Context: an optimization exercise on an open-source flow, tuned for small area. The choices shown serve that exercise and are no tape-out recipe. The RTL was checked by simulation tests, not by an equivalence proof against the original design. Power and IR drop assume default switching activity.

==> v4 <==
// luFactorizer
module luFactorizer(clk,rst,a11,a12,a13,a14,a21,a22,a23,a24,a25,a31,a32,a33,a34,a35,a36,a41,a42,a43,a44,a45,a46,a47,a52,a53,a54,a55,a56,a57,a58,a63,a64,a65,a66,a67,a68,a74,a75,a76,a77,a78,a85,a86,a87,a88,lL1,lL2,lL3,uL1,uL2,uL3,uL4);
input clk;
input rst;
input [7:0] a11,a12,a13,a14,a21,a22,a23,a24,a25,a31,a32,a33,a34,a35,a36,a41,a42,a43,a44,a45,a46,a47,a52,a53,a54,a55,a56,a57,a58,a63,a64,a65,a66,a67,a68,a74,a75,a76,a77,a78,a85,a86,a87,a88;
output [7:0] lL1,lL2,lL3,uL1,uL2,uL3,uL4;
reg [10:0] jq;
reg first;
always @(posedge clk) jq <= rst ? 11'd0 : {jq[9:0], ~jq[10]};
always @(posedge clk) first <= rst;
wire s0 = (jq[6] & jq[6]) | (~jq[6] & jq[10]);
wire s1 = (jq[6] & ~jq[7]);
wire s2 = (jq[7] & ~jq[8]);
wire s3 = (jq[8] & ~jq[9]);
wire s4 = (jq[9] & ~jq[10]);
wire s5 = (jq[10] & jq[0]);
wire s6 = (~jq[0] & jq[1]);
wire s7 = (~jq[1] & jq[2]);
wire s8 = (~jq[2] & jq[3]);
wire s9 = (~jq[3] & jq[4]);
wire s10 = (~jq[4] & jq[5]);
wire s11 = (~jq[5] & jq[6]);
wire s12 = (~jq[6] & jq[7]);
wire s13 = (~jq[7] & jq[8]);
wire s14 = (~jq[8] & jq[9]);
wire s15 = (~jq[9] & jq[10]);
wire s16 = (~jq[10] & ~jq[0]);
wire s17 = (jq[1] & ~jq[2]);
wire s18 = (jq[2] & ~jq[3]);
  ...
==> flow/config.mk <==
export PLATFORM = sky130hd
export DESIGN_NAME = luFactorizer
export DESIGN_NICKNAME = luFactorizer
export VERILOG_FILES = /design/flow/design.v
export SDC_FILE = /design/flow/constraint.sdc
export NUM_CORES = 4
export LEC_CHECK = 0
export CAP_MARGIN = 20
export CORE_MARGIN = 2
export CORE_UTILIZATION = 40
export CTS_BUF_LIST = sky130_fd_sc_hd__clkbuf_8
export SLEW_MARGIN = 20
==> flow/constraint.sdc <==
create_clock -name core_clock -period 8.0 [get_ports {clk}]
set_input_delay 1.6000 -clock core_clock [delete_from_list [all_inputs] [get_ports {clk}]]
set_output_delay 1.6000 -clock core_clock [all_outputs]
set_load 0.01 [all_outputs]
standard.sh (not shown) runs the stock make flow with config.mk's settings and CLKGATE_MAP_FILE= SYNTH_SCRIPT=/design/flow/synth_recipe.tcl, a recipe that flattens the netlist after the stock synthesis.
==> flow/flow/run.sh <==
#!/bin/bash
set -euo pipefail
export CTS_ARGS="-sink_clustering_enable -repair_clock_nets -buf_list sky130_fd_sc_hd__clkbuf_8 -dont_use_dummy_load"
cd "$(dirname "$0")/.."
R="$PWD/orfs/results/sky130hd/luFactorizer/base"
bash standard.sh BUFFER_PORTS_ARGS="-buffer_cell sky130_fd_sc_hd__buf_1" synth > make_synth.log 2>&1
cp "$R/1_2_yosys.v" "$PWD/synth_standard.v"
if python3 flow/fapol.py "$PWD/synth_standard.v" "$PWD/synth_fapol.v" > fapol.log 2>&1; then
  cp "$PWD/synth_fapol.v" "$R/1_2_yosys.v"
  rm -f "$R/1_synth.odb" "$R/1_synth.sdc"
fi
bash standard.sh BUFFER_PORTS_ARGS="-buffer_cell sky130_fd_sc_hd__buf_1" finish > make_finish.log 2>&1
==> flow/flow/fapol.py <==
#!/usr/bin/env python3
"""Flip the polarity of full-adder cells (FA(~a,~b,~c) = ~FA(a,b,c)) in a Yosys-written gate netlist
where that lowers the number of inverters; rewrites the netlist in place. Registers are untouched."""
import re, sys, collections, random
src, dst = sys.argv[1], sys.argv[2]
txt = open(src).read()
OUTP = {'X', 'Y', 'Q', 'Q_N', 'SUM', 'COUT'}
cell_re = re.compile(r'^  (sky130_fd_sc_hd__\w+) (\S+(?: )?) \(\n(.*?)\n  \);\n', re.S | re.M)
cells = []
for m in cell_re.finditer(txt):
    t, n, body = m.group(1), m.group(2), m.group(3)
    pins = re.findall(r'^\s+\.(\w+)\((.*)\),?$', body, re.M)
    cells.append({'type': t, 'name': n, 'pins': [(p, v.strip()) for p, v in pins], 'span': m.span()})
isinv = lambda c: re.match(r'sky130_fd_sc_hd__(clk)?inv_\d+$', c['type'])
isfa = lambda c: re.match(r'sky130_fd_sc_hd__fa_\d+$', c['type'])
drv = {}
for i, c in enumerate(cells):
    for p, v in c['pins']:
        if p in OUTP: drv[v] = (i, p)
# nets referenced outside cells (ports, assigns): treat as fixed sinks of their own polarity
body_wo_cells = cell_re.sub('', txt)
ext = set(re.findall(r'assign\s+(\S+)\s*=\s*(\S+?)\s*;', body_wo_cells))
portnames = set()
hdr = re.search(r'module\s+\w+\s*\((.*?)\);', txt, re.S).group(1)
for p in hdr.replace('\n', ' ').split(','): portnames.add(p.strip())
outports = set(re.findall(r'^\s*output\s+(?:\[\d+:\d+\]\s*)?(\w+);', txt, re.M))
def is_outport_net(v):
    b = re.sub(r'\[\d+\]$', '', v.strip())
    return b in outports
def root(v):
    pol = 0
    while v in drv and isinv(cells[drv[v][0]]):
        c = cells[drv[v][0]]
        v = dict(c['pins'])['A']; pol ^= 1
    return v, pol
# sinks: (cell index, pin, root, pol) for non-inverter cells
sinks = collections.defaultdict(list)
for i, c in enumerate(cells):
    if isinv(c): continue
    for p, v in c['pins']:
        if p in OUTP: continue
        r, pol = root(v)
        sinks[r].append((i, p, pol))
fixed_roots = set()
for v in list(drv):
    if is_outport_net(v): fixed_roots.add(root(v)[0])
fa = [i for i, c in enumerate(cells) if isfa(c)]
faout = {}
for i in fa:
    for p, v in cells[i]['pins']:
        if p in OUTP: faout[v] = i
# forbid flipping FAs whose outputs feed ports through inverters or directly
forbid = set(faout[r] for r in fixed_roots if r in faout)
flip = {}
def cost_root(r):
    prov = flip.get(faout[r], 0) if r in faout else 0
    need = set()
    for i, p, pol in sinks.get(r, []):
        need.add(pol ^ (flip.get(i, 0) if i in flip or isfa(cells[i]) else 0) ^ prov)
    return 1 if 1 in need else 0
def touched(i):
    rs = set()
    for p, v in cells[i]['pins']:
        rs.add(root(v)[0] if p not in OUTP else v)
    return rs
roots_of = {i: touched(i) for i in fa}
def total():
    return sum(cost_root(r) for r in sinks)
base = total()
best = None
for seed in range(1, 11):
    random.seed(seed)
    flip = {}
    order = [i for i in fa if i not in forbid]
    for sweep in range(20):
        improved = False
        random.shuffle(order)
        for i in order:
            rs = roots_of[i]
            before = sum(cost_root(r) for r in rs)
            flip[i] = 1 - flip.get(i, 0)
            after = sum(cost_root(r) for r in rs)
            if after < before: improved = True
            else: flip[i] = 1 - flip[i]
        if not improved: break
    t = total()
    if best is None or t < best[0]: best = (t, dict(flip))
flip = best[1]
flipped = [i for i in fa if flip.get(i, 0)]
final = total()
sys.stderr.write('fapol: inverter roots needed %d -> %d, flipped %d of %d full adders\n' % (base, final, len(flipped), len(fa)))
# ---- rebuild ----
affected = set()
for i in flipped:
    affected |= roots_of[i]
newwires = []
cnt = [0]
def newnet(prefix):
    cnt[0] += 1
    n = '_fapol_%s%d_' % (prefix, cnt[0]); newwires.append(n); return n
# flipped FA outputs drive new nets carrying the complement
provnet = {}   # root -> net carrying root value in provided polarity
provpol = {}
for r in affected:
    if r in faout and flip.get(faout[r], 0):
        provnet[r] = newnet('n'); provpol[r] = 1
    else:
        provnet[r] = r; provpol[r] = 0
invnet = {}
newcells = []
def get_pol(r, want):
    if want == provpol[r]: return provnet[r]
    if r not in invnet:
        invnet[r] = newnet('i')
        newcells.append(('sky130_fd_sc_hd__inv_1', '_fapol_inv%d_' % cnt[0], [('A', provnet[r]), ('Y', invnet[r])]))
    return invnet[r]
# rewrite pins
removed_inv = set()
for i, c in enumerate(cells):
    if isinv(c): continue
    newpins = []
    for p, v in c['pins']:
        if p in OUTP:
            if isfa(c) and flip.get(i, 0): v = provnet[v]
            newpins.append((p, v)); continue
        r, pol = root(v)
        if r in affected:
            want = pol ^ (1 if (isfa(c) and flip.get(i, 0)) else 0)
            v = get_pol(r, want)
        newpins.append((p, v))
    c['pins'] = newpins
# original inverters whose root is affected: drop them if their outputs are no longer used
used = collections.Counter()
for c in cells:
    for p, v in c['pins']:
        if p not in OUTP: used[v] += 1
for t, n, pins in newcells:
    for p, v in pins:
        if p not in OUTP: used[v] += 1
changed = True
keep = [True] * len(cells)
while changed:
    changed = False
    for i, c in enumerate(cells):
        if not keep[i] or not isinv(c): continue
        y = dict(c['pins'])['Y']; a = dict(c['pins'])['A']
        if used[y] == 0 and not is_outport_net(y) and root(y)[0] in affected:
            keep[i] = False; used[a] -= 1; changed = True
# original (unflipped-name) FA output nets that are no longer driven must not be loaded
out = []
pos = 0
def fmt(t, n, pins):
    esc = lambda v: v + ' ' if v.startswith('\\') else v
    return '  %s %s (\n%s\n  );\n' % (t, n, ',\n'.join('    .%s(%s)' % (p, esc(v)) for p, v in pins))
for i, c in enumerate(cells):
    s, e = c['span']
    out.append(txt[pos:s]); pos = e
    if keep[i]: out.append(fmt(c['type'], c['name'], c['pins']))
rest = txt[pos:]
idx = rest.rfind('endmodule')
out.append(rest[:idx])
for t, n, pins in newcells: out.append(fmt(t, n, pins))
out.append(rest[idx:])
res = ''.join(out)
# declare new wires after the module header's last declaration
decl = ''.join('  wire %s;\n' % w for w in newwires)
m = re.search(r'\);\n', res)
res = res[:m.end()] + decl + res[m.end():]
# drop declarations of nets that are no longer referenced by any cell
refs = collections.Counter(re.findall(r'\.\w+\(([^()]*)\)', res))
refs = set(v.strip() for v in refs)
def keepdecl(m):
    n = m.group(1).strip()
    return m.group(0) if (n in refs or not n.startswith('_')) else ''
res = re.sub(r'^  wire (\S+(?: )?);\n', keepdecl, res, flags=re.M)
open(dst, 'w').write(res)
kept_inv = sum(1 for i, c in enumerate(cells) if keep[i] and isinv(c)) + len(newcells)
sys.stderr.write('fapol: inverters %d -> %d\n' % (sum(1 for c in cells if isinv(c)), kept_inv))
==> v29 (differences from v4) <==
--- a/flow/design.v
+++ b/flow/design.v
@@ -21,12 +21,14 @@
 input rst;
 input [7:0] a11,a12,a13,a14,a21,a22,a23,a24,a25,a31,a32,a33,a34,a35,a36,a41,a42,a43,a44,a45,a46,a47,a52,a53,a54,a55,a56,a57,a58,a63,a64,a65,a66,a67,a68,a74,a75,a76,a77,a78,a85,a86,a87,a88;
 output [7:0] lL1,lL2,lL3,uL1,uL2,uL3,uL4;
 reg [10:0] jq;
 reg first;
+wire [4:0] count;
 always @(posedge clk) jq <= rst ? 11'd0 : {jq[9:0], ~jq[10]};
 always @(posedge clk) first <= rst;
+wire [5:0] st = {first,count};
 wire s0 = (jq[6] & jq[6]) | (~jq[6] & jq[10]);
 wire s1 = (jq[6] & ~jq[7]);
 wire s2 = (jq[7] & ~jq[8]);
 wire s3 = (jq[8] & ~jq[9]);
 wire s4 = (jq[9] & ~jq[10]);
@@ -50,21 +52,27 @@
 wire s22 = (jq[0] & ~jq[1]) | (jq[4] & jq[4]) | (~jq[4] & jq[10]);
 wire s23 = (jq[0] & ~jq[3]) | (jq[4] & ~jq[6]) | (jq[7] & ~jq[9]) | (jq[10] & jq[1]) | (~jq[2] & jq[4]) | (~jq[5] & jq[7]) | (~jq[8] & jq[10]);
 wire s24 = (jq[5] & jq[5]) | (~jq[5] & jq[10]) | ((~jq[10] & ~jq[0]) & ~first);
 wire s25 = (jq[0] & ~jq[1]) | (jq[2] & ~jq[4]) | (jq[5] & ~jq[7]) | (jq[8] & ~jq[10]) | (~jq[0] & jq[2]) | (~jq[3] & jq[5]) | (~jq[6] & jq[8]) | (~jq[9] & jq[10]) | ((~jq[10] & ~jq[0]) & ~first);
 wire s26 = (jq[3] & ~jq[5]) | (jq[6] & ~jq[8]) | (jq[9] & jq[0]) | (~jq[1] & jq[3]) | (~jq[4] & jq[6]) | (~jq[7] & jq[9]) | ((~jq[10] & ~jq[0]) & ~first);
-wire s27 = (jq[6] & ~jq[8]) | (jq[9] & jq[0]) | (~jq[1] & jq[3]) | (~jq[4] & jq[6]) | (~jq[7] & jq[9]);
-wire s28 = (jq[4] & ~jq[5]) | (jq[7] & ~jq[8]) | (jq[10] & jq[0]) | (~jq[2] & jq[3]) | (~jq[5] & jq[6]) | (~jq[8] & jq[9]);
-wire s29 = (jq[5] & ~jq[7]) | (jq[8] & ~jq[10]) | (~jq[0] & jq[2]) | (~jq[3] & jq[5]) | (~jq[6] & jq[8]) | (~jq[9] & jq[10]);
-wire s30 = (jq[3] & ~jq[4]) | (jq[6] & ~jq[7]) | (jq[9] & ~jq[10]) | (~jq[1] & jq[2]) | (~jq[4] & jq[5]) | (~jq[7] & jq[8]) | ((~jq[10] & ~jq[0]) & ~first);
-wire s31 = (jq[4] & ~jq[6]) | (jq[7] & ~jq[9]) | (jq[10] & jq[1]) | (~jq[2] & jq[4]) | (~jq[5] & jq[7]) | (~jq[8] & jq[9]);
-wire s32 = (jq[1] & ~jq[3]) | (jq[5] & ~jq[6]) | (jq[8] & ~jq[9]) | (~jq[0] & jq[1]) | (~jq[3] & jq[4]) | (~jq[6] & jq[7]) | (~jq[9] & jq[10]);
-wire s33 = (jq[3] & ~jq[5]) | (jq[6] & ~jq[8]) | (jq[9] & jq[0]) | (~jq[1] & jq[3]) | (~jq[4] & jq[6]) | (~jq[7] & jq[8]);
-wire s34 = (jq[6] & ~jq[7]) | (jq[9] & ~jq[10]) | (~jq[1] & jq[2]) | (~jq[4] & jq[5]) | (~jq[7] & jq[8]);
-wire s35 = (jq[5] & ~jq[6]) | (jq[8] & ~jq[9]) | (~jq[0] & jq[1]) | (~jq[3] & jq[4]) | (~jq[6] & jq[7]) | (~jq[9] & jq[10]);
-wire s36 = (jq[0] & ~jq[1]) | (jq[4] & ~jq[5]) | (jq[7] & ~jq[8]) | (jq[10] & jq[0]) | (~jq[2] & jq[3]) | (~jq[5] & jq[6]) | (~jq[8] & jq[9]);
-wire s37 = (jq[2] & ~jq[4]) | (jq[6] & ~jq[7]) | (jq[9] & ~jq[10]) | (~jq[1] & jq[2]) | (~jq[4] & jq[5]) | (~jq[7] & jq[8]) | ((~jq[10] & ~jq[0]) & ~first);
+wire s27 = (jq[1] & jq[1]) | (~jq[1] & ~jq[0]);
+wire s28 = (jq[0] & jq[0]) | (~jq[0] & jq[10]);
+wire s29 = 1'b1;
+wire s30 = (jq[6] & ~jq[8]) | (jq[9] & jq[0]) | (~jq[1] & jq[3]) | (~jq[4] & jq[6]) | (~jq[7] & jq[9]);
+wire s31 = (jq[4] & ~jq[5]) | (jq[7] & ~jq[8]) | (jq[10] & jq[0]) | (~jq[2] & jq[3]) | (~jq[5] & jq[6]) | (~jq[8] & jq[9]);
+wire s32 = (jq[5] & ~jq[7]) | (jq[8] & ~jq[10]) | (~jq[0] & jq[2]) | (~jq[3] & jq[5]) | (~jq[6] & jq[8]) | (~jq[9] & jq[10]);
+wire s33 = (jq[3] & ~jq[4]) | (jq[6] & ~jq[7]) | (jq[9] & ~jq[10]) | (~jq[1] & jq[2]) | (~jq[4] & jq[5]) | (~jq[7] & jq[8]) | ((~jq[10] & ~jq[0]) & ~first);
+wire s34 = (jq[4] & ~jq[6]) | (jq[7] & ~jq[9]) | (jq[10] & jq[1]) | (~jq[2] & jq[4]) | (~jq[5] & jq[7]) | (~jq[8] & jq[9]);
+wire s35 = (jq[1] & ~jq[3]) | (jq[5] & ~jq[6]) | (jq[8] & ~jq[9]) | (~jq[0] & jq[1]) | (~jq[3] & jq[4]) | (~jq[6] & jq[7]) | (~jq[9] & jq[10]);
+wire s36 = (jq[3] & ~jq[5]) | (jq[6] & ~jq[8]) | (jq[9] & jq[0]) | (~jq[1] & jq[3]) | (~jq[4] & jq[6]) | (~jq[7] & jq[8]);
+wire s37 = (~jq[10] & ~jq[0]) | (jq[3] & jq[3]) | (~jq[3] & jq[9]);
+wire s38 = (jq[5] & jq[5]) | (~jq[5] & jq[9]);
+wire s39 = (jq[4] & jq[4]) | (~jq[4] & jq[10]);
+wire s40 = (jq[6] & ~jq[7]) | (jq[9] & ~jq[10]) | (~jq[1] & jq[2]) | (~jq[4] & jq[5]) | (~jq[7] & jq[8]);
+wire s41 = (jq[5] & ~jq[6]) | (jq[8] & ~jq[9]) | (~jq[0] & jq[1]) | (~jq[3] & jq[4]) | (~jq[6] & jq[7]) | (~jq[9] & jq[10]);
+wire s42 = (jq[0] & ~jq[1]) | (jq[4] & ~jq[5]) | (jq[7] & ~jq[8]) | (jq[10] & jq[0]) | (~jq[2] & jq[3]) | (~jq[5] & jq[6]) | (~jq[8] & jq[9]);
+wire s43 = (jq[2] & ~jq[4]) | (jq[6] & ~jq[7]) | (jq[9] & ~jq[10]) | (~jq[1] & jq[2]) | (~jq[4] & jq[5]) | (~jq[7] & jq[8]) | ((~jq[10] & ~jq[0]) & ~first);
 reg [7:0] ACC1;
 reg [7:0] ACC2;
 reg [7:0] ACC3;
 reg [7:0] H7;
 reg [7:0] HZ6;
@@ -74,10 +82,11 @@
 reg [7:0] YB;
 reg [7:0] YC;
 wire [7:0] U1_x = ({8{s0}} & H7);
 wire [7:0] U1_y = YB;
 wire [7:0] U1_zi = ({8{s1}} & a24) | ({8{s2}} & a34) | ({8{s3}} & a44) | ({8{s4}} & a35) | ({8{s5}} & a45) | ({8{s6}} & a55) | ({8{s7}} & a46) | ({8{s8}} & a56) | ({8{s9}} & a66) | ({8{s10}} & a57) | ({8{s11}} & a67) | ({8{s12}} & a77) | ({8{s13}} & a68) | ({8{s14}} & a78) | ({8{s15}} & a88) | ({8{s16}} & a11) | ({8{s17}} & a12) | ({8{s18}} & a22) | ({8{s19}} & a13) | ({8{s20}} & a23) | ({8{s21}} & a33);
+wire U1_n = 1'b0;
 wire [7:0] U1_r;
 wire U1_w1 = 1'b1 ^ U1_zi[0] ^ ~(U1_x[0] & U1_y[0]); wire U1_w2 = (1'b1 & U1_zi[0]) | (1'b1 & ~(U1_x[0] & U1_y[0])) | (U1_zi[0] & ~(U1_x[0] & U1_y[0]));
 assign U1_r[0] = U1_w1;
 wire U1_w3 = 1'b1 ^ U1_zi[1] ^ ~(U1_x[0] & U1_y[1]); wire U1_w4 = (1'b1 & U1_zi[1]) | (1'b1 & ~(U1_x[0] & U1_y[1])) | (U1_zi[1] & ~(U1_x[0] & U1_y[1]));
 wire U1_w5 = ~(U1_x[1] & U1_y[0]) ^ U1_w2 ^ U1_w3; wire U1_w6 = (~(U1_x[1] & U1_y[0]) & U1_w2) | (~(U1_x[1] & U1_y[0]) & U1_w3) | (U1_w2 & U1_w3);
@@ -123,10 +132,11 @@
 assign U1_r[7] = U1_w64;
 wire [7:0] U1_o = U1_r;
 wire [7:0] U2_x = ({8{s22}} & HZ8);
 wire [7:0] U2_y = YA;
 wire [7:0] U2_zi = ({8{s23}} & ACC3) | ({8{s1}} & a42) | ({8{s4}} & a53) | ({8{s7}} & a64) | ({8{s10}} & a75) | ({8{s13}} & a86) | ({8{s19}} & a31);
+wire U2_n = 1'b0;
 wire [7:0] U2_r;
 wire U2_w1 = 1'b1 ^ U2_zi[0] ^ ~(U2_x[0] & U2_y[0]); wire U2_w2 = (1'b1 & U2_zi[0]) | (1'b1 & ~(U2_x[0] & U2_y[0])) | (U2_zi[0] & ~(U2_x[0] & U2_y[0]));
 assign U2_r[0] = U2_w1;
 wire U2_w3 = 1'b1 ^ U2_zi[1] ^ ~(U2_x[0] & U2_y[1]); wire U2_w4 = (1'b1 & U2_zi[1]) | (1'b1 & ~(U2_x[0] & U2_y[1])) | (U2_zi[1] & ~(U2_x[0] & U2_y[1]));
 wire U2_w5 = ~(U2_x[1] & U2_y[0]) ^ U2_w2 ^ U2_w3; wire U2_w6 = (~(U2_x[1] & U2_y[0]) & U2_w2) | (~(U2_x[1] & U2_y[0]) & U2_w3) | (U2_w2 & U2_w3);
@@ -172,10 +182,11 @@
 assign U2_r[7] = U2_w64;
 wire [7:0] U2_o = U2_r;
 wire [7:0] U3_x = ({8{s24}} & HZ6);
 wire [7:0] U3_y = YC;
 wire [7:0] U3_zi = ({8{s25}} & ACC1) | ({8{s2}} & a43) | ({8{s5}} & a54) | ({8{s8}} & a65) | ({8{s11}} & a76) | ({8{s14}} & a87) | ({8{s17}} & a21) | ({8{s20}} & a32);
+wire U3_n = 1'b0;
 wire [7:0] U3_r;
 wire U3_w1 = 1'b1 ^ U3_zi[0] ^ ~(U3_x[0] & U3_y[0]); wire U3_w2 = (1'b1 & U3_zi[0]) | (1'b1 & ~(U3_x[0] & U3_y[0])) | (U3_zi[0] & ~(U3_x[0] & U3_y[0]));
 assign U3_r[0] = U3_w1;
 wire U3_w3 = 1'b1 ^ U3_zi[1] ^ ~(U3_x[0] & U3_y[1]); wire U3_w4 = (1'b1 & U3_zi[1]) | (1'b1 & ~(U3_x[0] & U3_y[1])) | (U3_zi[1] & ~(U3_x[0] & U3_y[1]));
 wire U3_w5 = ~(U3_x[1] & U3_y[0]) ^ U3_w2 ^ U3_w3; wire U3_w6 = (~(U3_x[1] & U3_y[0]) & U3_w2) | (~(U3_x[1] & U3_y[0]) & U3_w3) | (U3_w2 & U3_w3);
@@ -220,10 +231,11 @@
 wire U3_w64 = U3_w54 ^ U3_w63 ^ U3_w56;
 assign U3_r[7] = U3_w64;
 wire [7:0] U3_o = U3_r;
 wire [7:0] U4_x = ({8{s26}} & ACC2) | ({8{s21}} & a41) | ({8{s3}} & a52) | ({8{s6}} & a63) | ({8{s9}} & a74) | ({8{s12}} & a85);
 wire [7:0] U4_y = HZ9;
+wire U4_n = 1'b0;
 wire [7:0] U4_r;
 assign U4_r[0] = ~(U4_x[0] & U4_y[0]);
 wire U4_w1 = 1'b1 ^ ~(U4_x[0] & U4_y[1]) ^ ~(U4_x[1] & U4_y[0]); wire U4_w2 = (1'b1 & ~(U4_x[0] & U4_y[1])) | (1'b1 & ~(U4_x[1] & U4_y[0])) | (~(U4_x[0] & U4_y[1]) & ~(U4_x[1] & U4_y[0]));
 assign U4_r[1] = U4_w1;
 wire U4_w3 = 1'b1 ^ ~(U4_x[0] & U4_y[2]) ^ ~(U4_x[1] & U4_y[1]); wire U4_w4 = (1'b1 & ~(U4_x[0] & U4_y[2])) | (1'b1 & ~(U4_x[1] & U4_y[1])) | (~(U4_x[0] & U4_y[2]) & ~(U4_x[1] & U4_y[1]));
@@ -258,38 +270,44 @@
 wire U4_w47 = U4_w44 ^ U4_w45 ^ U4_w36;
 wire U4_w48 = U4_w38 ^ U4_w46 ^ U4_w47;
 wire U4_w49 = U4_w40 ^ U4_w48 ^ U4_w42;
 assign U4_r[7] = U4_w49;
 wire [7:0] U4_o = ~U4_r;
+wire [7:0] ACC1_d = ({8{s27}} & U1_o);
 always @(posedge clk) ACC1 <= U1_o;
+wire [7:0] ACC2_d = ({8{s28}} & U2_o);
 always @(posedge clk) ACC2 <= U2_o;
+wire [7:0] ACC3_d = ({8{s29}} & U3_o);
 always @(posedge clk) ACC3 <= U3_o;
 wire [7:0] H7_d = ({8{s21}} & a14) | ({8{s3}} & a25) | ({8{s6}} & a36) | ({8{s9}} & a47) | ({8{s12}} & a58);
-wire H7_en = ~s27;
-always @(posedge clk) H7 <= H7_d | ({8{~H7_en}} & H7);
-wire [7:0] HZ6_d = ({8{s28}} & ACC1);
-wire HZ6_en = ~s29;
-always @(posedge clk) HZ6 <= HZ6_d | ({8{~HZ6_en}} & HZ6);
-wire [7:0] HZ8_d = ({8{s30}} & ACC3);
-wire HZ8_en = ~s31;
-always @(posedge clk) HZ8 <= HZ8_d | ({8{~HZ8_en}} & HZ8);
-wire [7:0] HZ9_d = ({8{s32}} & ACC2);
-wire HZ9_en = ~s33;
-always @(posedge clk) HZ9 <= HZ9_d | ({8{~HZ9_en}} & HZ9);
+wire H7_en = ~s30;
+always @(posedge clk) if (H7_en) H7 <= H7_d;
+wire [7:0] HZ6_d = ({8{s31}} & ACC1);
+wire HZ6_en = ~s32;
+always @(posedge clk) if (HZ6_en) HZ6 <= HZ6_d;
+wire [7:0] HZ8_d = ({8{s33}} & ACC3);
+wire HZ8_en = ~s34;
+always @(posedge clk) if (HZ8_en) HZ8 <= HZ8_d;
+wire [7:0] HZ9_d = ({8{s35}} & ACC2);
+wire HZ9_en = ~s36;
+always @(posedge clk) if (HZ9_en) HZ9 <= HZ9_d;
+wire [7:0] YA_d = ({8{s37}} & U4_o);
 always @(posedge clk) YA <= U4_o;
+wire [7:0] YB_d = ({8{s38}} & YC);
 always @(posedge clk) YB <= YC;
+wire [7:0] YC_d = ({8{s39}} & YA);
 always @(posedge clk) YC <= YA;
-wire [7:0] lL1_w = ({8{s34}} & YA);
+wire [7:0] lL1_w = ({8{s40}} & YA);
 assign lL1 = lL1_w;
-wire [7:0] lL2_w = ({8{s35}} & YA);
+wire [7:0] lL2_w = ({8{s41}} & YA);
 assign lL2 = lL2_w;
-wire [7:0] lL3_w = ({8{s36}} & YA);
+wire [7:0] lL3_w = ({8{s42}} & YA);
 assign lL3 = lL3_w;
-wire [7:0] uL1_w = ({8{s37}} & HZ9);
+wire [7:0] uL1_w = ({8{s43}} & HZ9);
 assign uL1 = uL1_w;
-wire [7:0] uL2_w = ({8{s36}} & HZ8);
+wire [7:0] uL2_w = ({8{s42}} & HZ8);
 assign uL2 = uL2_w;
-wire [7:0] uL3_w = ({8{s35}} & HZ6);
+wire [7:0] uL3_w = ({8{s41}} & HZ6);
 assign uL3 = uL3_w;
-wire [7:0] uL4_w = ({8{s34}} & H7);
+wire [7:0] uL4_w = ({8{s40}} & H7);
 assign uL4 = uL4_w;
 endmodule
--- a/flow/flow/run.sh
+++ b/flow/flow/run.sh
@@ -1,8 +1,7 @@
 #!/bin/bash
 set -euo pipefail
-export CTS_ARGS="-sink_clustering_enable -repair_clock_nets -buf_list sky130_fd_sc_hd__clkbuf_8 -dont_use_dummy_load"
 cd "$(dirname "$0")/.."
 R="$PWD/orfs/results/sky130hd/luFactorizer/base"
 bash standard.sh BUFFER_PORTS_ARGS="-buffer_cell sky130_fd_sc_hd__buf_1" synth > make_synth.log 2>&1
 cp "$R/1_2_yosys.v" "$PWD/synth_standard.v"
 if python3 flow/fapol.py "$PWD/synth_standard.v" "$PWD/synth_fapol.v" > fapol.log 2>&1; then
--- a/flow/flow/fapol.py
+++ b/flow/flow/fapol.py
@@ -65,29 +65,24 @@
     return rs
 roots_of = {i: touched(i) for i in fa}
 def total():
     return sum(cost_root(r) for r in sinks)
 base = total()
-best = None
-for seed in range(1, 11):
-    random.seed(seed)
-    flip = {}
-    order = [i for i in fa if i not in forbid]
-    for sweep in range(20):
-        improved = False
-        random.shuffle(order)
-        for i in order:
-            rs = roots_of[i]
-            before = sum(cost_root(r) for r in rs)
-            flip[i] = 1 - flip.get(i, 0)
-            after = sum(cost_root(r) for r in rs)
-            if after < before: improved = True
-            else: flip[i] = 1 - flip[i]
-        if not improved: break
-    t = total()
-    if best is None or t < best[0]: best = (t, dict(flip))
-flip = best[1]
+best = base
+random.seed(1)
+order = [i for i in fa if i not in forbid]
+for sweep in range(20):
+    improved = False
+    random.shuffle(order)
+    for i in order:
+        rs = roots_of[i]
+        before = sum(cost_root(r) for r in rs)
+        flip[i] = 1 - flip.get(i, 0)
+        after = sum(cost_root(r) for r in rs)
+        if after < before: improved = True
+        else: flip[i] = 1 - flip[i]
+    if not improved: break
 flipped = [i for i in fa if flip.get(i, 0)]
 final = total()
 sys.stderr.write('fapol: inverter roots needed %d -> %d, flipped %d of %d full adders\n' % (base, final, len(flipped), len(fa)))
 # ---- rebuild ----
 affected = set()
==> run notes <==
Result of the run: v4 complete, no violations; v29 complete, no violations
Estimated wirelength of the detail-placed design: v4 31,500 microns; v29 31,100 microns
Routing usage on met1: v4 0.472; v29 0.419
Arr. time, crit path: v4 6460 ps; v29 6310 ps
Routed wire length: v4 39,400 microns; v29 38,700 microns
Crit Reg-Reg Endpoint: v4 ACC2[7]; v29 YA[7]
Clock Latency Late Sink: v4 380 ps; v29 390 ps
PnR worst setup slack: v4 1840 ps; v29 1970 ps
Row count: v4 52; v29 53
Destination of the critical timing path: v4 ACC2[7]; v29 YA[7]
Worst ir drop on vdd: v4 0.0805 mV; v29 0.0794 mV
Multi-input logic area: v4 0.00612 sq mm; v29 0.00604 sq mm
Met3 Use GR: v4 0.0936; v29 0.0662
Share of power burned in registers: v4 0.510; v29 0.490
Crit path max fanout: v4 10; v29 16

static timing again, ports no longer ideal:
No port has a modelled driver above. Below, the same layouts with a new extraction and two added sets of constraints.
Step 1 assumes that a clkbuf_16 drives the clock port and a buf_2 every other input.
Step 2 also shifts input and output timing later by t, the mid clock arrival at the registers, as if the neighbouring blocks saw the same clock.
Slacks: ideal ports / drivers / drivers and shift; pairs: ideal ports / drivers.
run	shift t [ns]	setup WS [ns]	worst hold slack (ns)	worst slew at a driven data input, ns
v4	0.403	1.837 / 1.837 / 1.510	0.335 / 0.335 / 0.335	0.09
v29	0.426	1.966 / 1.966 / 1.576	0.398 / 0.398 / 0.398	0.11
After both steps setup and hold are still met in every run listed. For v29, which loses most, drivers alone change the setup slack by 0.000 ns; drivers and shift together by -0.390 ns.
